Source: an optimization exercise on an open RTL-to-GDS flow (aim: small area, a short achievable clock period and few clock cycles per item). Production flows keep margins and buffers that such runs may drop. Only simulation tests tie the RTL to the original design; equivalence was not proved. Power and IR drop assume default switching activity.

==> flow/design.v <==
module mux(R1, R2, R3, R4, R5, R6, R7, RegAddr, RegOut);
	input [15:0]R1, R2, R3, R4, R5, R6, R7;
	input [2:0]RegAddr;
	output reg [15:0]RegOut;
  always@(*)
  begin
    case(RegAddr)
      3'b001: RegOut = R1;
      3'b010: RegOut = R2;
      3'b011: RegOut = R3;
      3'b100: RegOut = R4;
      3'b101: RegOut = R5;
      3'b110: RegOut = R6;
      3'b111: RegOut = R7;
      default: RegOut = 16'd0;    
    endcase
  end
endmodule
module BancoRegistradores(clock, reset, data, address, write, R1, R2, R3, R4, R5, R6, R7);
	input clock, reset;    
	input [15:0] data;
	input write;
	input [2:0] address;
	output reg [15:0] R1, R2, R3, R4, R5, R6, R7;
	wire [15:0] d0 = data & {16{~reset}};                   
	wire [15:0] d1 = {d0[15:1], data[0] | reset};           
	wire [15:0] d2 = {d0[15:2], data[1] | reset, d0[0]};    
	wire [7:0] sel = {7'd0, write} << address;
	always @(posedge clock)
	begin
		if(reset | sel[1]) R1 <= d1;
		if(reset | sel[2]) R2 <= d1;
		if(reset | sel[3]) R3 <= d1;
		if(reset | sel[4]) R4 <= d2;
		if(reset | sel[5]) R5 <= d0;
		if(reset | sel[6]) R6 <= d1;
		if(reset | sel[7]) R7 <= d0;
	end
endmodule
module FilaInstrucao(clock, reset, inValid, inInstr, inReady, idle,
                     valid, instrOut, stall, busyNext, weNext, dstNext, evNext);
  input clock, reset, inValid;
  input [15:0] inInstr;
  input stall;          
  input busyNext;       
  input weNext;         
  input [2:0] dstNext;  
  input evNext;         
  output reg inReady;
  output reg idle;
  output reg valid;
  output reg [12:0] instrOut;
  wire take = ~valid | ~stall;
  wire validNext = ~take | inValid;
  wire [12:0] irNext = take ? inInstr[12:0] : instrOut;
  wire hazNext = (irNext[3:0] == 4'b0101) & weNext &
                 ((irNext[9:7] == dstNext) | (irNext[6:4] == dstNext));
  wire stallNext = busyNext | hazNext;
  always @(posedge clock)
  begin
    if(reset)
    begin
      valid <= 1'b0;
      inReady <= 1'b1;
      idle <= 1'b0;       
    end
    else
    begin
      valid <= validNext;
      inReady <= ~validNext | ~stallNext;
      idle <= ~validNext & ~evNext;
    end
    if(take)
      instrOut <= inInstr[12:0];
  end
endmodule
module UnidadeFuncional(clock, reset, adv, loadValid, loadDiv, loadOp, loadDst,
                        Yin, Xin, trivial, prepA, prepRem, prepCnt,
                        busy, busyNext, weNext, dstNext, evNext, we, dst, result);
	input clock, reset;
	input adv, loadValid, loadDiv;
	input [1:0] loadOp;
	input [2:0] loadDst;
	input [15:0] Yin, Xin;
	input trivial;
	input [15:0] prepA, prepRem;
	input [3:0] prepCnt;
	output busy, busyNext, weNext, evNext, we;
	output [2:0] dstNext;
	output reg [2:0] dst;
	output reg [15:0] result;
	localparam ADD = 3'd0, SUB = 3'd1, MUL = 3'd2, MOV = 3'd3, ITER = 3'd4;
	reg ev;
	reg [2:0] op;
	reg [3:0] cnt;
	reg [15:0] A, B, rem;
	wire isIter = (op == ITER);
	wire last = (cnt == 4'd1);
	wire done = ev & (~isIter | last);
	assign busy = ev & isIter & ~last;
	assign we = done;
	wire prep = adv & loadDiv;
	wire longDiv = loadDiv & ~trivial;
	wire [2:0] loadOpE = loadDiv ? (trivial ? MOV : ITER) : {1'b0, loadOp};
	assign evNext = adv ? loadValid : (ev & ~done);
	assign busyNext = adv ? (loadValid & longDiv) : (ev & isIter & (cnt > 4'd2));
	assign weNext = adv ? (loadValid & ~longDiv) : (ev & isIter & (cnt == 4'd2));
	assign dstNext = adv ? loadDst : dst;
	wire sub = op[0];
	wire [16:0] sumW = {A, 1'b1} + {B ^ {16{sub}}, sub};
	wire [15:0] prod;
	multiplicador mul(A, B, prod);
	wire [16:0] t1 = {rem, A[15]};
	wire [16:0] d1 = t1 - {1'b0, B};
	wire q1 = ~d1[16];
	wire [15:0] r1 = q1 ? d1[15:0] : t1[15:0];
	wire [16:0] t2 = {r1, A[14]};
	wire [16:0] d2 = t2 - {1'b0, B};
	wire q2 = ~d2[16];
	wire [15:0] r2 = q2 ? d2[15:0] : t2[15:0];
	wire [15:0] shifted = {A[13:0], q1, q2};
	always @(*)
	begin
		case(op)
			ADD, SUB: result = sumW[16:1];
			MUL: result = prod;
			MOV: result = A;
			default: result = shifted;
		endcase
	end
	always @(posedge clock)
	begin
		if(reset)
			ev <= 1'b0;
		else
			ev <= evNext;
		if(adv)
		begin
			op <= loadOpE;
			dst <= loadDst;
			B <= Xin;
		end
		A <= prep ? prepA : (adv ? Yin : shifted);
		rem <= prep ? prepRem : r2;
		cnt <= prep ? prepCnt : cnt - 4'd1;
	end
endmodule
module multiplicador(a, b, p);
	input [15:0] a, b;
	output [15:0] p;
	wire [16:0] bx = {b, 1'b0};
	reg [15:0] row [0:8];
	reg [15:0] m;
	reg neg;
	reg [7:0] negs;
	integer k;
	always @(*)
	begin
		for(k = 0; k < 8; k = k + 1)
		begin
			case(bx[2*k +: 3])
				3'b000, 3'b111: begin m = 16'd0; neg = 1'b0; end
				3'b001, 3'b010: begin m = a; neg = 1'b0; end
				3'b011:         begin m = {a[14:0], 1'b0}; neg = 1'b0; end
				3'b100:         begin m = ~{a[14:0], 1'b0}; neg = 1'b1; end
				default:        begin m = ~a; neg = 1'b1; end
			endcase
			row[k] = m << (2*k);
			negs[k] = neg;
		end
		for(k = 1; k < 8; k = k + 1)
			row[k][2*k-2] = negs[k-1];
		row[8] = {1'b0, negs[7], 14'd0};
	end
	function [31:0] csa;    
		input [15:0] x, y, z;
		reg [15:0] s, c;
		begin
			s = x ^ y ^ z;
			c = (x & y) | (x & z) | (y & z);
			csa = {c[14:0], 1'b0, s};
		end
	endfunction
	wire [31:0] l1a = csa(row[0], row[1], row[2]);
	wire [31:0] l1b = csa(row[3], row[4], row[5]);
	wire [31:0] l1c = csa(row[6], row[7], row[8]);
	wire [31:0] l2a = csa(l1a[15:0], l1a[31:16], l1b[15:0]);
	wire [31:0] l2b = csa(l1b[31:16], l1c[15:0], l1c[31:16]);
	wire [31:0] l3 = csa(l2a[15:0], l2a[31:16], l2b[15:0]);
	wire [31:0] l4 = csa(l3[15:0], l3[31:16], l2b[31:16]);
	assign p = l4[15:0] + l4[31:16];
endmodule
module estacaoReserva(ir, irValid, busy, R1, R2, R3, R4, R5, R6, R7,
                      we, dst, result, stall, adv, newValid, newDiv, newOp, newY, newX,
                      trivial, prepA, prepRem, prepCnt);
   input [12:0] ir;
   input irValid, busy;
   input [15:0] R1, R2, R3, R4, R5, R6, R7;
   input we;
   input [2:0] dst;
   input [15:0] result;
   output stall, adv, newValid, newDiv;
   output [1:0] newOp;
   output [15:0] newY, newX;
   output trivial;
   output reg [15:0] prepA, prepRem;
   output reg [3:0] prepCnt;
   wire [2:0] rz = ir[12:10];
   wire [2:0] ry = ir[9:7];
   wire [2:0] rx = ir[6:4];
   wire [3:0] opc = ir[3:0];
   wire isArith = (opc == 4'b0000 || opc == 4'b0001 || opc == 4'b0100 || opc == 4'b0101);
   wire [15:0] regY, regX;
   mux SelecRy(R1, R2, R3, R4, R5, R6, R7, ry, regY);
   mux SelecRx(R1, R2, R3, R4, R5, R6, R7, rx, regX);
   wire fwdY = we & (dst == ry);
   wire fwdX = we & (dst == rx);
   assign newY = fwdY ? result : regY;
   assign newX = fwdX ? result : regX;
   assign newValid = isArith & (rz != 3'd0);
   assign newDiv = (opc == 4'b0101);
   assign newOp = {opc[2], opc[0]};    
   assign stall = busy | (newDiv & (fwdY | fwdX));
   assign adv = irValid & ~stall;
   wire [15:0] y = regY;
   wire [15:0] x = regX;
   wire xz = (x == 16'd0);
   wire x1 = (x == 16'd1);
   wire lt0 = (y < x);
   wire lt1 = x[15] | (y[15:1] < x[14:0]);    
   wire lt4 = (x[15:12] != 4'd0) | (y[15:4] < x[11:0]);
   wire lt8 = (x[15:8] != 8'd0) | (y[15:8] < x[7:0]);
   wire lt12 = (x[15:4] != 12'd0) | (y[15:12] < x[3:0]);
   assign trivial = xz | x1 | lt1;
   always @(*)
   begin
      if(trivial)
      begin
         prepA = xz ? 16'hFFFF : (x1 ? y : {15'd0, ~lt0});
         prepRem = 16'd0;
         prepCnt = 4'd0;
      end
      else if(lt4)
      begin
         prepA = {y[3:0], 12'd0};
         prepRem = {4'd0, y[15:4]};
         prepCnt = 4'd2;
      end
      else if(lt8)
      begin
         prepA = {y[7:0], 8'd0};
         prepRem = {8'd0, y[15:8]};
         prepCnt = 4'd4;
      end
      else if(lt12)
      begin
         prepA = {y[11:0], 4'd0};
         prepRem = {12'd0, y[15:12]};
         prepCnt = 4'd6;
      end
      else
      begin
         prepA = y;
         prepRem = 16'd0;
         prepCnt = 4'd8;
      end
   end
endmodule
module CDB(clock, reset, instr_valid, instr, instr_ready, idle,
           R1, R2, R3, R4, R5, R6, R7);
  input clock, reset, instr_valid;
  input [15:0] instr;
  output instr_ready, idle;
  output [15:0] R1, R2, R3, R4, R5, R6, R7;
  wire        irValid;
  wire [12:0] ir;
  wire        busy, busyNext, weNext, evNext;
  wire [2:0]  dstNext;
  wire        stall, adv, newValid, newDiv;
  wire [1:0]  newOp;
  wire [15:0] newY, newX;
  wire        trivial;
  wire [15:0] prepA, prepRem;
  wire [3:0]  prepCnt;
  wire        we;
  wire [2:0]  dst;
  wire [15:0] result;
  FilaInstrucao fila(clock, reset, instr_valid, instr, instr_ready, idle,
                     irValid, ir, stall, busyNext, weNext, dstNext, evNext);
  estacaoReserva operandos(ir, irValid, busy, R1, R2, R3, R4, R5, R6, R7,
                           we, dst, result, stall, adv, newValid, newDiv, newOp, newY, newX,
                           trivial, prepA, prepRem, prepCnt);
  UnidadeFuncional uf(clock, reset, adv, newValid, newDiv, newOp, ir[12:10],
                      newY, newX, trivial, prepA, prepRem, prepCnt,
                      busy, busyNext, weNext, dstNext, evNext, we, dst, result);
  reg resetRF;
  always @(posedge clock)
    resetRF <= reset;
  BancoRegistradores banco(clock, resetRF, result, dst, we,
                           R1, R2, R3, R4, R5, R6, R7);
endmodule
module pratica3(clock, reset, instr_valid, instr, instr_ready, idle,
                R1, R2, R3, R4, R5, R6, R7);
	input clock, reset;
	input instr_valid;
	input [15:0] instr;
	output instr_ready, idle;
	output [15:0] R1, R2, R3, R4, R5, R6, R7;
	CDB cdb(clock, reset, instr_valid, instr, instr_ready, idle,
	        R1, R2, R3, R4, R5, R6, R7);
endmodule
==> flow/flow/run.sh <==
#!/bin/bash
# The standard layout with three changes:
#  - ABC maps the logic with delay-targeted area recovery (map -D, then
#    buffering and gate sizing to the same target) instead of the default
#    speed script, which sizes every path for minimum delay;
#  - the port buffers are sky130_fd_sc_hd__buf_2 cells rather than the delay
#    buffers buffer_ports picks by default;
#  - the flow's own timing repair (after floorplan, CTS and global routing)
#    aims for 25.3 ns of setup slack on the worst path only
#    (TNS_END_PERCENT 0 in config.mk), so it sizes up the few cells of the
#    area-mapped netlist's longest path instead of leaving them as mapped.
# Synthesis is otherwise ORFS's (synth_recipe.tcl, unchanged), so the
# registers and their names are the standard synthesis's. The clock, the
# input and output delays and every other constraint are the standard flow's.
set -euo pipefail
work=$PWD
rm -rf "$work/scripts"
cp -r "$FLOW_HOME/scripts" "$work/scripts"
cp "$work/flow/abc_area.script" "$work/scripts/abc_area.script"
bash standard.sh SCRIPTS_DIR="$work/scripts" ABC_AREA=1 SETUP_SLACK_MARGIN=25.3 \
  BUFFER_PORTS_ARGS="-buffer_cell sky130_fd_sc_hd__buf_2" finish > standard.log 2>&1
==> flow/flow/abc_area.script <==
strash
dch
map -D 5000 -B 0.9
topo
stime -c
buffer -c
upsize -c -D 5000
dnsize -c -D 5000
==> flow/standard.sh <==
#!/bin/bash
# synth_recipe.tcl (not shown) runs the flow's synth.tcl, then flattens the netlist and writes it again
# the make line also repeats each setting of config.mk as NAME=value (left out here)
make -C /OpenROAD-flow-scripts/flow DESIGN_CONFIG=/design/flow/config.mk WORK_HOME=/design/flow/orfs CLKGATE_MAP_FILE= SYNTH_SCRIPT=/design/flow/synth_recipe.tcl "${@:-finish}"
==> flow/config.mk <==
export PLATFORM = sky130hd
export DESIGN_NAME = pratica3
export DESIGN_NICKNAME = pratica3
export VERILOG_FILES = /design/flow/design.v
export SDC_FILE = /design/flow/constraint.sdc
export NUM_CORES = 4
export LEC_CHECK = 0
export CAP_MARGIN = 20
export CORE_MARGIN = 2
export CORE_UTILIZATION = 65
export SLEW_MARGIN = 20
export TNS_END_PERCENT = 0
==> flow/constraint.sdc <==
create_clock -name core_clock -period 33.0 [get_ports {clock}]
set_input_delay 6.6000 -clock core_clock [delete_from_list [all_inputs] [get_ports {clock}]]
set_output_delay 6.6000 -clock core_clock [all_outputs]
set_load 0.01 [all_outputs]
==> results of run 1 <==
[metal layers]
metal  GRT usage  vias to the layer above  routed length (um)
li1            -                     7395                   -
met1       0.537                     7615               20400
met2       0.710                     1220               25700
met3      0.0865                      323                6670
met4       0.283                        0                4330
met5           0                        -                   0
[tightest hold or removal path, cell delays in order (launching register included)]
cell and delay [ns]:
dfxtp_1 0.32, nand2_1 0.06, nand2_1 0.06
[area by class of cell]
type,instances,area [sq um]
well taps,324,405
inverters,320,1210
multi-input cells,1473,9410
repair inverters,1,5.00
flip-flops and latches,188,5100
clock buffers,19,443
clock inverters,13,130
repair buffers,168,938
fillers,1920,6610
[cells in the final DEF (no fill, tap or decap), types with 9 or more instances in the layout]
| cell type | count |
|---|---|
| ha_1 | 135 |
| buf_2 | 129 |
| buf_4 | 39 |
| nor3_1 | 26 |
| o21ai_0 | 217 |
| o221ai_1 | 50 |
| o22ai_1 | 76 |
| o21bai_1 | 9 |
| nand4_1 | 10 |
| nand2_1 | 349 |
| nand3_1 | 45 |
| edfxtp_1 | 134 |
| inv_1 | 312 |
| nor2_1 | 147 |
| nor4_1 | 14 |
| xnor2_1 | 32 |
| fa_1 | 42 |
| dfxtp_1 | 54 |
| a21oi_1 | 150 |
| xor2_1 | 41 |
| a221oi_1 | 17 |
| clkbuf_16 | 17 |
| o211ai_1 | 30 |
[power breakdown]
group | switching [mW] | total, mW | internal, mW
Combinational | 0.914 | 1.48 | 0.562
Clock | 0.108 | 0.210 | 0.102
Sequential | 0.0734 | 0.426 | 0.353
Total | 1.09 | 2.11 | 1.02
[per-stage QoR]
| stage | cells | total power [mW] | area (sq um) | utilization | setup slack (ns) |
|---|---|---|---|---|---|
| floorplan | 2061 | 1.44 | 16000 | - | 25.51 |
| global placement | 2471 | 1.79 | 17000 | 0.702 | 25.16 |
| detailed placement | 2471 | 1.85 | 17000 | 0.702 | 25.14 |
| CTS | 2504 | 2.07 | 17600 | 0.726 | 25.30 |
| global route | 2506 | 2.29 | 17600 | 0.728 | 25.23 |
| finish | 2506 | 2.11 | 17600 | 0.728 | 25.27 |
[state kept, by name, summed over array words and instances (netlist names)]
register           cells
cdb.fila.inReady       1
cdb.resetRF            1
cdb.banco.R5          16
cdb.fila.idle          1
cdb.uf.cnt             4
cdb.uf.ev              1
cdb.banco.R3          16
cdb.fila.instrOut     13
cdb.banco.R6          16
cdb.banco.R1          16
cdb.banco.R7          16
cdb.banco.R2          16
cdb.fila.valid         1
cdb.uf.dst             3
cdb.banco.R4          16
cdb.uf.B              16
cdb.uf.rem            16
cdb.uf.op              3
cdb.uf.A              16
[worst min path at each step]
stage	start	to	slack (ns)	cells after the start
5_1_grt	cdb.fila.instrOut[1]	cdb.fila.instrOut[1]	0.51	2
6_report	cdb.fila.instrOut[1]	cdb.fila.instrOut[1]	0.48	2
3_3_place_gp	cdb.fila.instrOut[1]	cdb.fila.instrOut[1]	0.46	2
3_5_place_dp	cdb.fila.instrOut[1]	cdb.fila.instrOut[1]	0.47	2
2_1_floorplan	cdb.fila.instrOut[1]	cdb.fila.instrOut[1]	0.44	2
4_1_cts	cdb.fila.instrOut[1]	cdb.fila.instrOut[1]	0.48	2
[cell families (layout without fill, tap and decap cells)]
group / count (synthesis) / in the layout / synth area share
compound gates: 613 / 613 / 0.231
flops: 188 / 188 / 0.320
simple gates: 606 / 606 / 0.154
mux: 4 / 4 / 0.00251
buf+inv: 400 / 521 / 0.0943
xor+xnor: 73 / 73 / 0.0400
fa+ha+maj: 177 / 177 / 0.158
[repair_timing]
item,CTS,global route
setup endpoints to repair,1,42
buffers inserted,1,1
resized for setup,0,4
gates cloned,0,1
pin swaps,0,0
==> summary.md, run 1 <==
| Metric | Value |
|---|---|
| Crit path launch type | register |
| Cell taking the most area after synthesis | edfxtp_1 |
| Largest delay share family, worst path | flip-flops |
| Final setup fails | 0 |
| Post-synth top area share | 0.252 |
| Sequential element share of the synthesized area | 0.320 |
| Die area | 25,800 sq um |
| Chip Height | 161 um |
| Yosys reg bits | 188 |
| Global-route wire length before repair | 87,700 um |
| Outcome | no timing/DRC/antenna violations |
| Rel. slew slack | 0.228 |
| Main area contributors after synthesis | edfxtp_1, ha_1, nand2_1, inv_1, o21ai_0 |
| Deepest clock path buffer count | 2 |
| CP Launch Point | cdb.banco.R1[1] |
| Worst reg-to-reg path cell count | 29 |
| Worst Setup End Kind | primary output |
| Clk slew on worst S/H paths | 0.08 ns |
| Area grow syn2layout | 10.5% |
| WL final | 57,200 um |
| DR vias/cell | 6.61 |
| Critical path's slowest cell | edfxtp_1 |
| Worst r2r src | cdb.uf.B[4] |
| CTS tree | built |
| Initial Utilization | 0.658 |
| Pwr dens | 120 nW/um^2 |
| TritonRoute pass-1 iters | 6 |
| End of the critical path | R1[1] |
| Final ANT Viol Nets | 0 |
| Syn avg cell area | 7.75 sq um |
| Cell area after synthesis | 16,000 sq um |
| Final Max Slew Viols | 0 |
| Hold crit path type | reg -> reg |
| Max Cap Viol | 0 |
| Width of the chip | 161 um |
| RSZ-0062 raised after global routing | true |
| Final min period | 7.73 ns |
| Post-synth top flop | edfxtp_1 |
| Critical Path RT | 26.40 ns |
| Critical path buffers and inverters | 1 |
| Largest net degree at the start of global routing | 44 |
| Synth Instances | 2,061 |
| Initial antenna violation count | 0 |
| Root buf cell | clkbuf_16 |
| Proportion of layout cells with a drive suffix above 1 | 0.0976 |
| Worst EP arrival | 1.13 ns |
| P_leak | 8.06 nW |
| Number of global-route vias before repair | 16,000 |
| Transition time of the tightest slew-check pin | 1.15 ns |
| Reg2Reg Capture Point | cdb.banco.R6[14] |
| Hold Slack | 0.479 ns |
| WL per Instance | 22.8 um |
| Cell Rows | 57 |
| Syn nets | 2,257 |
| H-tree levels | 4 |
| Nets | 2,365 |
| CTS Buf Count | 17 |
| Setup slack, reg-to-reg | 25.61 ns |
| Post-synth ARST share | 0 |
| CTS Hold Bufs | 0 |
| Cell Chain, Critical Path | buf_2 |
| IO Pins | 133 |
| Clk Latency, worst-skew pair | 0.45 ns |
| Final Hold Viols | 0 |
| Starting DRT DRC Count | 1,841 |
| Most instantiated cells after synthesis | nand2_1, inv_1, o21ai_0 |
| Core Footprint | 24,200 sq um |
| Post-Route Skew | 0.0181 ns |
| Crit Path Max Fanout | 3 |
| VDD IR max | 0.000158 V |
| Ys Warns | 8 |
| Top-count cell post-synth | nand2_1 |
| Vias post-DR | 16,600 |
| Crit path depth | 1 |
| CP Class | reg -> out |
| Gr usage total | 0.438 |
| Post-route setup TNS | 0 ns |
| DRC Markers | 0 |
| Max stage delay on crit path | 0.48 ns |
| Synth unique cells | 43 |
| CTS Sinks | 188 |
| Number of synthesized flops with an enable pin | 134 |
| Fmax | 129 MHz |
| Period utilization | 0.234 |
| RePlAce Congestion | 1.05 |
| Gr ovfl total | 0 |
| Port bufs | 129 |
| Hpwl dp | 43,000 um |
| ANT cells | 0 |
Testbench counts, summed over its fixed seeds: cycles 12,917, items 12,000.
==> inputs of run 2 (changes only) <==
--- a/flow/design.v
+++ b/flow/design.v
@@ -228,14 +228,13 @@
    wire x1 = (x == 16'd1);
    wire lt0 = (y < x);
-   wire lt1 = x[15] | (y[15:1] < x[14:0]);    
    wire lt4 = (x[15:12] != 4'd0) | (y[15:4] < x[11:0]);
    wire lt8 = (x[15:8] != 8'd0) | (y[15:8] < x[7:0]);
    wire lt12 = (x[15:4] != 12'd0) | (y[15:12] < x[3:0]);
-   assign trivial = xz | x1 | lt1;
+   assign trivial = xz | x1 | lt0;
    always @(*)
    begin
       if(trivial)
       begin
-         prepA = xz ? 16'hFFFF : (x1 ? y : {15'd0, ~lt0});
+         prepA = xz ? 16'hFFFF : (x1 ? y : 16'd0);
          prepRem = 16'd0;
          prepCnt = 4'd0;
==> flow/flow/run.sh (replaced) <==
#!/bin/bash
# The standard layout with three changes:
#  - Yosys leaves adders to ABC instead of mapping them onto full- and
#    half-adder cells first (ADDER_MAP_FILE empty: no extract_fa), so ABC
#    can optimise through them;
#  - ABC maps for area and then buffers and sizes gates against a delay
#    target (flow/abc_area.script) instead of the default speed script,
#    which sizes every path for minimum delay;
#  - the port buffers are sky130_fd_sc_hd__buf_2 cells rather than the delay
#    buffers buffer_ports picks by default.
# Synthesis is otherwise ORFS's (synth_recipe.tcl, unchanged), so the
# registers and their names are the standard synthesis's. The clock, the
# input and output delays and every other constraint are the standard flow's.
set -euo pipefail
work=$PWD
rm -rf "$work/scripts"
cp -r "$FLOW_HOME/scripts" "$work/scripts"
cp "$work/flow/abc_area.script" "$work/scripts/abc_area.script"
bash standard.sh SCRIPTS_DIR="$work/scripts" ABC_AREA=1 ADDER_MAP_FILE= \
  BUFFER_PORTS_ARGS="-buffer_cell sky130_fd_sc_hd__buf_2" finish > standard.log 2>&1
==> flow/flow/abc_area.script (replaced) <==
strash
dch
map -a
topo
stime -c
buffer -c
upsize -c -D 5500
dnsize -c -D 5500
--- a/flow/config.mk
+++ b/flow/config.mk
@@ -8,5 +8,4 @@
 export CAP_MARGIN = 20
 export CORE_MARGIN = 2
-export CORE_UTILIZATION = 65
+export CORE_UTILIZATION = 40
 export SLEW_MARGIN = 20
-export TNS_END_PERCENT = 0
==> summary.md, run 2 <==
| Metric | Value |
|---|---|
| Outcome | no timing/DRC/antenna violations |
| TritonRoute pass-1 iters | 6 (unchanged) |
| DRC Markers | 0 (unchanged) |
| Sequential element share of the synthesized area | 0.330 (+0.0101) |
| Resize count post-CTS | 0 (unchanged) |
| P_int | 0.877 mW (-14%) |
| Placed Area | 16,700 sq um (-1.8%) |
| Worst EP arrival | 8.06 ns (+6.93 ns) |
| Post-Route Skew | 0.0281 ns (+0.0100 ns) |
| Chip Height | 201 um (+25%) |
| Combinational power share | 0.682 (-0.017) |
| Initial antenna violation count | 0 (unchanged) |
| Number of global-route vias before repair | 15,800 (-1.2%) |
| Syn nets | 2,316 (+2.6%) |
| Starting DRT DRC Count | 1,538 (-16%) |
| RePlAce Congestion | 1.03 (-2.6%) |
| VDD IR max | 0.0000630 V (-60%) |
| Fmax | 126 MHz (-2.4%) |
| Hpwl dp | 44,600 um (+3.7%) |
| CTS Hold Bufs | 0 (unchanged) |
| Pwr dens | 113 nW/um^2 (-5.8%) |
| Vias post-DR | 16,800 (+1.3%) |
| Largest net degree at the start of global routing | 40 (-9.1%) |
| Synth unique cells | 40 (-7.0%) |
| Critical path buffers and inverters | 7 (+6) |
| Worst r2r src | cdb.uf.B[1] |
| Sw power | 1.08 mW (-1.5%) |
| Proportion of layout cells with a drive suffix above 1 | 0.0891 (-0.00856) |
| Post-synth top area share | 0.260 (+0.00795) |
| Deepest clock path buffer count | 2 (unchanged) |
| Final min period | 7.92 ns (+0.190 ns) |
| Critical Path RT | 33.15 ns (+6.75 ns) |
| P_leak | 7.46 nW (-7.4%) |
| Width of the chip | 201 um (+25%) |
| Seq pwr share | 0.209 (+0.007) |
| Max Cap Viol | 0 (unchanged) |
| Cell Rows | 72 (+26%) |
| Commonest non-fill, non-tap cell in the layout | nor2_1 |
| Area grow syn2layout | 12.1% |
| Post-synth top flop | edfxtp_1 |
| CTS tree | built |
| Gr ovfl total | 0 (unchanged) |
| Core Footprint | 38,400 sq um (+58%) |
| WL per Instance | 19.9 um (-13%) |
| CP Class | reg -> reg |
| CTS Buf Count | 17 (unchanged) |
| Period utilization | 0.240 (+0.00576) |
| ANT cells | 0 (unchanged) |
| Top-count cell post-synth | nor2_1 |
| Yosys reg bits | 188 (unchanged) |
| Final ANT Viol Nets | 0 (unchanged) |
| Final setup fails | 0 (unchanged) |
| Cell taking the most area after synthesis | edfxtp_1 |
| Final Hold Viols | 0 (unchanged) |
| CP Launch Point | cdb.uf.B[1] |
| Post-route cell area | 17,300 sq um (-1.7%) |
| Global-route wire length before repair | 88,500 um (+0.84%) |
| Nets | 2,409 (+1.9%) |
| HP Start | cdb.uf.cnt[0] |
| Top cell by count, worst path | nor2_1 |
| # Post-CTS Setup Buffers | 0 (-1) |
| Clk Latency, worst-skew pair | 0.48 ns (+0.03 ns) |
| Crit path launch type | register |
| Most instantiated cells after synthesis | nor2_1, inv_1, nand2_1 |
| Worst Setup End Kind | register |
| Switching share of power | 0.552 (+0.0330) |
| Max stage delay on crit path | 0.61 ns (+0.13 ns) |
| Clk slew on worst S/H paths | 0.08 ns (about the same) |
| Clock share of power | 0.108 (+0.008) |
| Setup slack, reg-to-reg | 25.08 ns (-0.53 ns) |
| Number of synthesized flops with an enable pin | 134 (unchanged) |
| Port bufs | 129 (unchanged) |
| Die area | 40,300 sq um (+56%) |
| RSZ-0062 raised after global routing | false |
| Crit Path Max Fanout | 13 (+10) |
| Syn avg cell area | 6.74 sq um (-13%) |
| Final Max Slew Viols | 0 (unchanged) |
| Root buf cell | clkbuf_16 |
| Post-synth ARST share | 0 (unchanged) |
| CTS Sinks | 188 (unchanged) |
| DR vias/cell | 5.74 (-13%) |
| WL final | 58,000 um (+1.5%) |
| Transition time of the tightest slew-check pin | 1.07 ns (-0.0766 ns) |
| Synth Instances | 2,297 (+11%) |
| Gr usage total | 0.282 (-0.156) |
| Most frequent cells in the layout | nor2_1, inv_1, nand2_1, o21ai_0, a21oi_1 |
| H-tree levels | 4 (unchanged) |
| Ys Warns | 8 (unchanged) |
| Critical path's slowest cell | edfxtp_1 |
| Hold crit path type | reg -> reg |
| Cell area after synthesis | 15,500 sq um (-3.1%) |
| Main area contributors after synthesis | edfxtp_1, nor2_1, inv_1, nand2_1, o21ai_0 |
| Largest delay share family, worst path | simple AND/OR/NAND/NOR gates |
| Post-route setup TNS | 0 ns (unchanged) |
| Rel. slew slack | 0.286 (+0.0575) |
| Initial Utilization | 0.403 (-0.255) |
| IO Pins | 133 (unchanged) |
## run 2: cell types whose count changed in the layout (fill, tap and decap cells not counted), sizes merged, moves of 20 or more
cell / before / now
xnor2: 32 / 52
ha: 135 / 0
a21oi: 150 / 199
fa: 42 / 0
xor2: 41 / 69
a22oi: 8 / 76
o221ai: 50 / 71
o22ai: 76 / 42
nor2: 147 / 421
inv: 318 / 341
nand2: 349 / 309
## run 2: path summary, 6_finish.rpt
path / end / cells past startpoint
worst max register to register: cdb.banco.R7[15] / 34
worst max-delay path: cdb.banco.R7[15] / 34
worst min register to register: cdb.uf.cnt[0] / 1
worst min-delay path: cdb.uf.cnt[0] / 1
## run 2: per-layer routing
| layer | share of wire | vias up | GRT usage |
|---|---|---|---|
| li1 | - | 8058 | - |
| met5 | 0 | - | 0 |
| met2 | 0.46 | 825 | 0.471 |
| met3 | 0.084 | 148 | 0.0521 |
| met4 | 0.044 | 0 | 0.137 |
| met1 | 0.41 | 7739 | 0.353 |
## run 2: stage by stage
step / utilization / setup WS [ns] / hold WS, ns / std cells / power [mW]
2_1_floorplan: - / 25.55 / 0.438 / 2297 / 1.35
3_3_place_gp: 0.436 / 25.26 / 0.456 / 2889 / 1.71
3_5_place_dp: 0.436 / 25.26 / 0.457 / 2889 / 1.73
4_1_cts: 0.452 / 25.24 / 0.473 / 2921 / 1.94
5_1_grt: 0.452 / 24.29 / 0.502 / 2921 / 2.15
6_report: 0.452 / 25.08 / 0.474 / 2921 / 1.96
## run 2: cells by family (layout without fill, tap and decap cells)
group | Yosys count | in the layout | share of synthesized area
and+or+nand+nor | 857 | 857 | 0.221
AOI/OAI and AO/OA | 692 | 692 | 0.272
buffers and inverters | 435 | 541 | 0.105
DFF | 188 | 188 | 0.330
xor gates and xnor gates | 121 | 121 | 0.0685
adders and majority gates | 4 | 4 | 0.00259
## run 2: cell type report
cell class                      count  area (sq um)
Sequential cell                   188          5100
Inverter                          350          1310
Clock buffer                       17           425
Fill cell                        3967         21000
Clock inverter                     15           189
Timing Repair Buffer              159           871
Tap cell                          518           648
Multi-Input combinational cell   1674          8790
## run 2: power groups by stage
stage / clock (mW) / sequential, mW / combinational (mW)
after detailed placement: 0 / 0.412 / 1.32
after global routing: 0.222 / 0.415 / 1.51
after global placement: 0 / 0.411 / 1.30
final: 0.212 / 0.409 / 1.33
after CTS: 0.214 / 0.407 / 1.32
after floorplan: 0 / 0.393 / 0.960
Testbench counts of run 2, summed over its fixed seeds: cycles 13,239, items 12,000.
==> inputs of run 3 (changes only) <==
--- a/flow/design.v
+++ b/flow/design.v
@@ -39,5 +39,5 @@
 endmodule
 module FilaInstrucao(clock, reset, inValid, inInstr, inReady, idle,
-                     valid, instrOut, stall, busyNext, weNext, dstNext, evNext);
+                     valid, instrOut, stall, busyNext, weNext, fastNext, dstNext, evNext);
   input clock, reset, inValid;
   input [15:0] inInstr;
@@ -45,4 +45,5 @@
   input busyNext;       
   input weNext;         
+  input fastNext;       
   input [2:0] dstNext;  
   input evNext;         
@@ -54,5 +55,5 @@
   wire validNext = ~take | inValid;
   wire [12:0] irNext = take ? inInstr[12:0] : instrOut;
-  wire hazNext = (irNext[3:0] == 4'b0101) & weNext &
+  wire hazNext = (irNext[3:0] == 4'b0101) & weNext & ~fastNext &
                  ((irNext[9:7] == dstNext) | (irNext[6:4] == dstNext));
   wire stallNext = busyNext | hazNext;
@@ -77,5 +78,6 @@
 module UnidadeFuncional(clock, reset, adv, loadValid, loadDiv, loadOp, loadDst,
                         Yin, Xin, trivial, prepA, prepRem, prepCnt,
-                        busy, busyNext, weNext, dstNext, evNext, we, dst, result);
+                        busy, busyNext, weNext, fastNext, dstNext, evNext, we, fast, sum,
+                        dst, result);
 	input clock, reset;
 	input adv, loadValid, loadDiv;
@@ -86,5 +88,6 @@
 	input [15:0] prepA, prepRem;
 	input [3:0] prepCnt;
-	output busy, busyNext, weNext, evNext, we;
+	output busy, busyNext, weNext, fastNext, evNext, we, fast;
+	output [15:0] sum;
 	output [2:0] dstNext;
 	output reg [2:0] dst;
@@ -107,6 +110,9 @@
 	assign weNext = adv ? (loadValid & ~longDiv) : (ev & isIter & (cnt == 4'd2));
 	assign dstNext = adv ? loadDst : dst;
+	assign fast = (op[2:1] == 2'b00);
+	assign fastNext = adv & ~loadDiv & ~loadOp[1];
 	wire sub = op[0];
 	wire [16:0] sumW = {A, 1'b1} + {B ^ {16{sub}}, sub};
+	assign sum = sumW[16:1];
 	wire [15:0] prod;
 	multiplicador mul(A, B, prod);
@@ -192,5 +198,5 @@
 endmodule
 module estacaoReserva(ir, irValid, busy, R1, R2, R3, R4, R5, R6, R7,
-                      we, dst, result, stall, adv, newValid, newDiv, newOp, newY, newX,
+                      we, dst, result, fast, sum, stall, adv, newValid, newDiv, newOp, newY, newX,
                       trivial, prepA, prepRem, prepCnt);
    input [12:0] ir;
@@ -200,4 +206,6 @@
    input [2:0] dst;
    input [15:0] result;
+   input fast;           
+   input [15:0] sum;     
    output stall, adv, newValid, newDiv;
    output [1:0] newOp;
@@ -221,20 +229,21 @@
    assign newDiv = (opc == 4'b0101);
    assign newOp = {opc[2], opc[0]};    
-   assign stall = busy | (newDiv & (fwdY | fwdX));
+   assign stall = busy | (newDiv & (fwdY | fwdX) & ~fast);
    assign adv = irValid & ~stall;
-   wire [15:0] y = regY;
-   wire [15:0] x = regX;
+   wire [15:0] y = fwdY ? sum : regY;
+   wire [15:0] x = fwdX ? sum : regX;
    wire xz = (x == 16'd0);
    wire x1 = (x == 16'd1);
    wire lt0 = (y < x);
+   wire lt1 = x[15] | (y[15:1] < x[14:0]);    
    wire lt4 = (x[15:12] != 4'd0) | (y[15:4] < x[11:0]);
    wire lt8 = (x[15:8] != 8'd0) | (y[15:8] < x[7:0]);
    wire lt12 = (x[15:4] != 12'd0) | (y[15:12] < x[3:0]);
-   assign trivial = xz | x1 | lt0;
+   assign trivial = xz | x1 | lt1;
    always @(*)
    begin
       if(trivial)
       begin
-         prepA = xz ? 16'hFFFF : (x1 ? y : 16'd0);
+         prepA = xz ? 16'hFFFF : (x1 ? y : {15'd0, ~lt0});
          prepRem = 16'd0;
          prepCnt = 4'd0;
@@ -274,5 +283,6 @@
   wire        irValid;
   wire [12:0] ir;
-  wire        busy, busyNext, weNext, evNext;
+  wire        busy, busyNext, weNext, fastNext, evNext, fast;
+  wire [15:0] sum;
   wire [2:0]  dstNext;
   wire        stall, adv, newValid, newDiv;
@@ -286,11 +296,12 @@
   wire [15:0] result;
   FilaInstrucao fila(clock, reset, instr_valid, instr, instr_ready, idle,
-                     irValid, ir, stall, busyNext, weNext, dstNext, evNext);
+                     irValid, ir, stall, busyNext, weNext, fastNext, dstNext, evNext);
   estacaoReserva operandos(ir, irValid, busy, R1, R2, R3, R4, R5, R6, R7,
-                           we, dst, result, stall, adv, newValid, newDiv, newOp, newY, newX,
+                           we, dst, result, fast, sum, stall, adv, newValid, newDiv, newOp, newY, newX,
                            trivial, prepA, prepRem, prepCnt);
   UnidadeFuncional uf(clock, reset, adv, newValid, newDiv, newOp, ir[12:10],
                       newY, newX, trivial, prepA, prepRem, prepCnt,
-                      busy, busyNext, weNext, dstNext, evNext, we, dst, result);
+                      busy, busyNext, weNext, fastNext, dstNext, evNext, we, fast, sum,
+                      dst, result);
   reg resetRF;
   always @(posedge clock)
==> flow/flow/run.sh (replaced) <==
#!/bin/bash
# The standard layout with three changes:
#  - ABC maps the logic with delay-targeted area recovery (map -D, then
#    buffering and gate sizing to the same target) instead of the default
#    speed script, which sizes every path for minimum delay;
#  - the port buffers are sky130_fd_sc_hd__buf_2 cells rather than the delay
#    buffers buffer_ports picks by default;
#  - the flow's own timing repair (after floorplan, CTS and global routing)
#    aims for 25.3 ns of setup slack on the worst path only
#    (TNS_END_PERCENT 0 in config.mk), so it sizes up the few cells of the
#    area-mapped netlist's longest path instead of leaving them as mapped.
# Synthesis is otherwise ORFS's (synth_recipe.tcl, unchanged), so the
# registers and their names are the standard synthesis's. The clock, the
# input and output delays and every other constraint are the standard flow's.
set -euo pipefail
work=$PWD
rm -rf "$work/scripts"
cp -r "$FLOW_HOME/scripts" "$work/scripts"
cp "$work/flow/abc_area.script" "$work/scripts/abc_area.script"
bash standard.sh SCRIPTS_DIR="$work/scripts" ABC_AREA=1 SETUP_SLACK_MARGIN=25.3 \
  BUFFER_PORTS_ARGS="-buffer_cell sky130_fd_sc_hd__buf_2" finish > standard.log 2>&1
==> flow/flow/abc_area.script (replaced) <==
strash
dch
map -D 5000 -B 0.9
topo
stime -c
buffer -c
upsize -c -D 5000
dnsize -c -D 5000
--- a/flow/config.mk
+++ b/flow/config.mk
@@ -8,4 +8,5 @@
 export CAP_MARGIN = 20
 export CORE_MARGIN = 2
-export CORE_UTILIZATION = 40
+export CORE_UTILIZATION = 65
 export SLEW_MARGIN = 20
+export TNS_END_PERCENT = 0
==> summary.md, run 3 <==
| Metric | Value |
|---|---|
| Outcome | no timing/DRC/antenna violations |
| Cell Rows | 57 (-21%) |
| Deepest clock path buffer count | 2 (unchanged) |
| Number of synthesized flops with an enable pin | 134 (unchanged) |
| RePlAce Congestion | 1.00 (-2.5%) |
| Post-synth top area share | 0.250 (-0.00993) |
| Cell area after synthesis | 16,100 sq um (+4.0%) |
| Clk slew on worst S/H paths | 0.10 ns (+0.02 ns) |
| Synth Instances | 2,087 (-9.1%) |
| DRC Markers | 0 (unchanged) |
| WL per Instance | 21.9 um (+10%) |
| Max stage delay on crit path | 0.47 ns (-0.14 ns) |
| Critical path buffers and inverters | 1 (-6) |
| Die area | 26,000 sq um (-35%) |
| Starting DRT DRC Count | 1,872 (+22%) |
| Synth unique cells | 42 (+5.0%) |
| Period utilization | 0.234 (-0.00622) |
| Pwr dens | 124 nW/um^2 (+10%) |
| Commonest non-fill, non-tap cell in the layout | nand2_1 |
| Crit path launch type | register |
| Top-count cell post-synth | nand2_1 |
| Worst Setup End Kind | primary output |
| Post-route setup TNS | 0 ns (unchanged) |
| Rel. slew slack | 0.398 (+0.112) |
| H-tree levels | 4 (unchanged) |
| Most instantiated cells after synthesis | nand2_1, inv_1, o21ai_0 |
| Worst EP arrival | 1.11 ns (-6.95 ns) |
| Final ANT Viol Nets | 0 (unchanged) |
| Chip Height | 161 um (-20%) |
| Placed cells | 2,494 (-14%) |
| Hpwl dp | 41,400 um (-7.0%) |
| Syn nets | 2,283 (-1.4%) |
| Placed Area | 17,100 sq um (+2.2%) |
| DR vias/cell | 6.54 (+14%) |
| Post-synth ARST share | 0 (unchanged) |
| CTS tree | built |
| Global-route wire length before repair | 85,700 um (-3.1%) |
| Largest delay share family, worst path | flip-flops |
| Critical path's slowest cell | edfxtp_1 |
| RSZ-0062 raised after global routing | true |
| CTS Buf Count | 17 (unchanged) |
| Final Hold Viols | 0 (unchanged) |
| Yosys reg bits | 188 (unchanged) |
| Fmax | 130 MHz (+2.7%) |
| IO Pins | 133 (unchanged) |
| Syn avg cell area | 7.71 sq um (+14%) |
| Width of the chip | 161 um (-20%) |
| Proportion of layout cells with a drive suffix above 1 | 0.0952 (+0.00610) |
| Initial antenna violation count | 0 (unchanged) |
| Initial Utilization | 0.662 (+0.258) |
| Gr usage total | 0.426 (+0.144) |
| Layout Cells excl Fill | 2,531 (-13%) |
| Most frequent cells in the layout | nand2_1, inv_1, o21ai_0, a21oi_1, ha_1 |
| Final setup fails | 0 (unchanged) |
| Vias post-DR | 16,600 (-1.3%) |
| Sequential element share of the synthesized area | 0.317 (-0.0126) |
| P_leak | 8.14 nW (+9.1%) |
| Cell taking the most area after synthesis | edfxtp_1 |
| Crit Path Max Fanout | 2 (-11) |
| WL final | 55,400 um (-4.5%) |
| Gr ovfl total | 0 (unchanged) |
| Ys Warns | 8 (unchanged) |
| Critical Path RT | 26.40 ns (-6.75 ns) |
| Hold crit path type | reg -> reg |
| Cell Chain, Critical Path | buf_2 |
| VDD IR max | 0.000107 V (+70%) |
| Post-Route Skew | 0.0224 ns (-0.00571 ns) |
| Max Cap Viol | 0 (unchanged) |
| Post-route cell area | 17,700 sq um (+2.3%) |
| Largest net degree at the start of global routing | 42 (+5.0%) |
| Nets | 2,390 (-0.79%) |
| Root buf cell | clkbuf_16 |
| Port bufs | 129 (unchanged) |
| CTS Sinks | 188 (unchanged) |
| TritonRoute pass-1 iters | 8 (+2) |
| Clk Latency, worst-skew pair | 0.46 ns (-0.02 ns) |
| Area grow syn2layout | 10.2% |
| Transition time of the tightest slew-check pin | 0.902 ns (-0.170 ns) |
| Final Max Slew Viols | 0 (unchanged) |
| Post-synth top flop | edfxtp_1 |
| CP Class | reg -> out |
| ANT cells | 0 (unchanged) |
| Main area contributors after synthesis | edfxtp_1, ha_1, nand2_1, dfxtp_1, o21ai_0 |
| Final min period | 7.71 ns (-0.205 ns) |
| Number of global-route vias before repair | 15,800 (-0.11%) |
| Core Footprint | 24,300 sq um (-37%) |
| Setup slack, reg-to-reg | 25.88 ns (+0.80 ns) |
[run 3: cell types whose count changed in the layout (fill, tap and decap cells not counted), moves of 23 or more]
cell / delta
nand3_1: +23
ha_1: +135
nor2_1: -294
a22oi_1: -28
a21oi_1: -25
inv_1: -68
fa_1: +42
xnor2_1: -31
nand2_1: +123
o221ai_1: -37
[run 3: area by class of cell]
| type | count | area, sq um |
|---|---|---|
| Clock buffer | 18 | 429 |
| Tap cell | 324 | 405 |
| Clock inverter | 14 | 170 |
| Inverter | 278 | 1050 |
| Sequential cell | 188 | 5100 |
| Timing Repair inverter | 1 | 7.51 |
| Multi-Input combinational cell | 1543 | 9660 |
| Timing Repair Buffer | 165 | 916 |
| Fill cell | 1981 | 6580 |
[run 3: logic make-up (layout without fill, tap and decap cells)]
kind of cell    Yosys count  count (layout)  synth area share
buf+inv                 356             476            0.0831
simple gates            681             681             0.172
mux                       1               1          0.000700
flops                   188             188             0.317
fa+ha+maj               177             177             0.157
compound gates          602             602             0.225
xor+xnor                 82              82            0.0446
[run 3: worst paths after layout]
check | startpoint | to | cells after the start
hold reg to reg | cdb.uf.cnt[0] | cdb.uf.cnt[0] | 3
setup reg to reg | cdb.uf.B[1] | cdb.banco.R2[14] | 30
hold / removal | cdb.uf.cnt[0] | cdb.uf.cnt[0] | 3
setup / recovery | cdb.banco.R4[1] | R4[1] | 1
[run 3: metrics by stage]
| stage | setup slack (ns) | hold slack (ns) | utilization | power [mW] |
|---|---|---|---|---|
| 6_report | 25.29 | 0.571 | 0.729 | 2.20 |
| 3_5_place_dp | 25.12 | 0.552 | 0.703 | 1.92 |
| 3_3_place_gp | 25.14 | 0.525 | 0.703 | 1.88 |
| 5_1_grt | 25.28 | 0.607 | 0.729 | 2.41 |
| 2_1_floorplan | 25.45 | 0.499 | - | 1.51 |
| 4_1_cts | 25.31 | 0.572 | 0.728 | 2.14 |
[run 3: power by group]
group | internal, mW | switching, mW
registers | 0.353 | 0.0802
clock network | 0.103 | 0.113
logic | 0.586 | 0.966
total | 1.04 | 1.16
[run 3: routing by layer]
metal / global-route usage / vias up / share of wire
met2: 0.652 / 1228 / 0.43
met5: 0 / - / 0
met3: 0.0937 / 275 / 0.12
met4: 0.280 / 0 / 0.075
li1: - / 7508 / -
met1: 0.546 / 7541 / 0.37
[run 3: timing repair]
| item | 4_1_cts | 5_1_grt |
|---|---|---|
| resized for setup | 0 | 2 |
| endpoints found under the setup margin | 0 | 36 |
| buffers inserted | 0 | 4 |
| hold buffers | 0 | 0 |
| endpoints found under the hold margin | 0 | 0 |
Testbench counts of run 3, summed over its fixed seeds: cycles 12,652, items 12,000.

afterwards: timing with drivers on the ports:
No port has a modelled driver above. Below, the same layouts with a new extraction and two added sets of constraints. Step 1: set_driving_cell puts a clkbuf_16 on clock and a buf_2 on each other input, an assumption about the parent block. Step 2 times the ports against the registers' clock, not the clock port: input delays grow and output delays shrink by t, the midpoint of the rising clock arrivals with the driver on. a / b / c = no drivers / after step 1 / after step 2; a / b = the first two.
run | t (ns) | setup WS [ns] | hold slack, ns
run 1 | 0.497 | 25.274 / 25.221 / 25.100 | 0.479 / 0.479 / 0.479
run 2 | 0.517 | 25.084 / 25.084 / 25.084 | 0.474 / 0.474 / 0.474
run 3 | 0.498 | 25.289 / 25.240 / 25.045 | 0.571 / 0.571 / 0.571
After both steps every run listed still meets setup and hold. The setup slack of run 3, which loses most, moves by -0.049 ns with the drivers and by -0.244 ns with both steps.
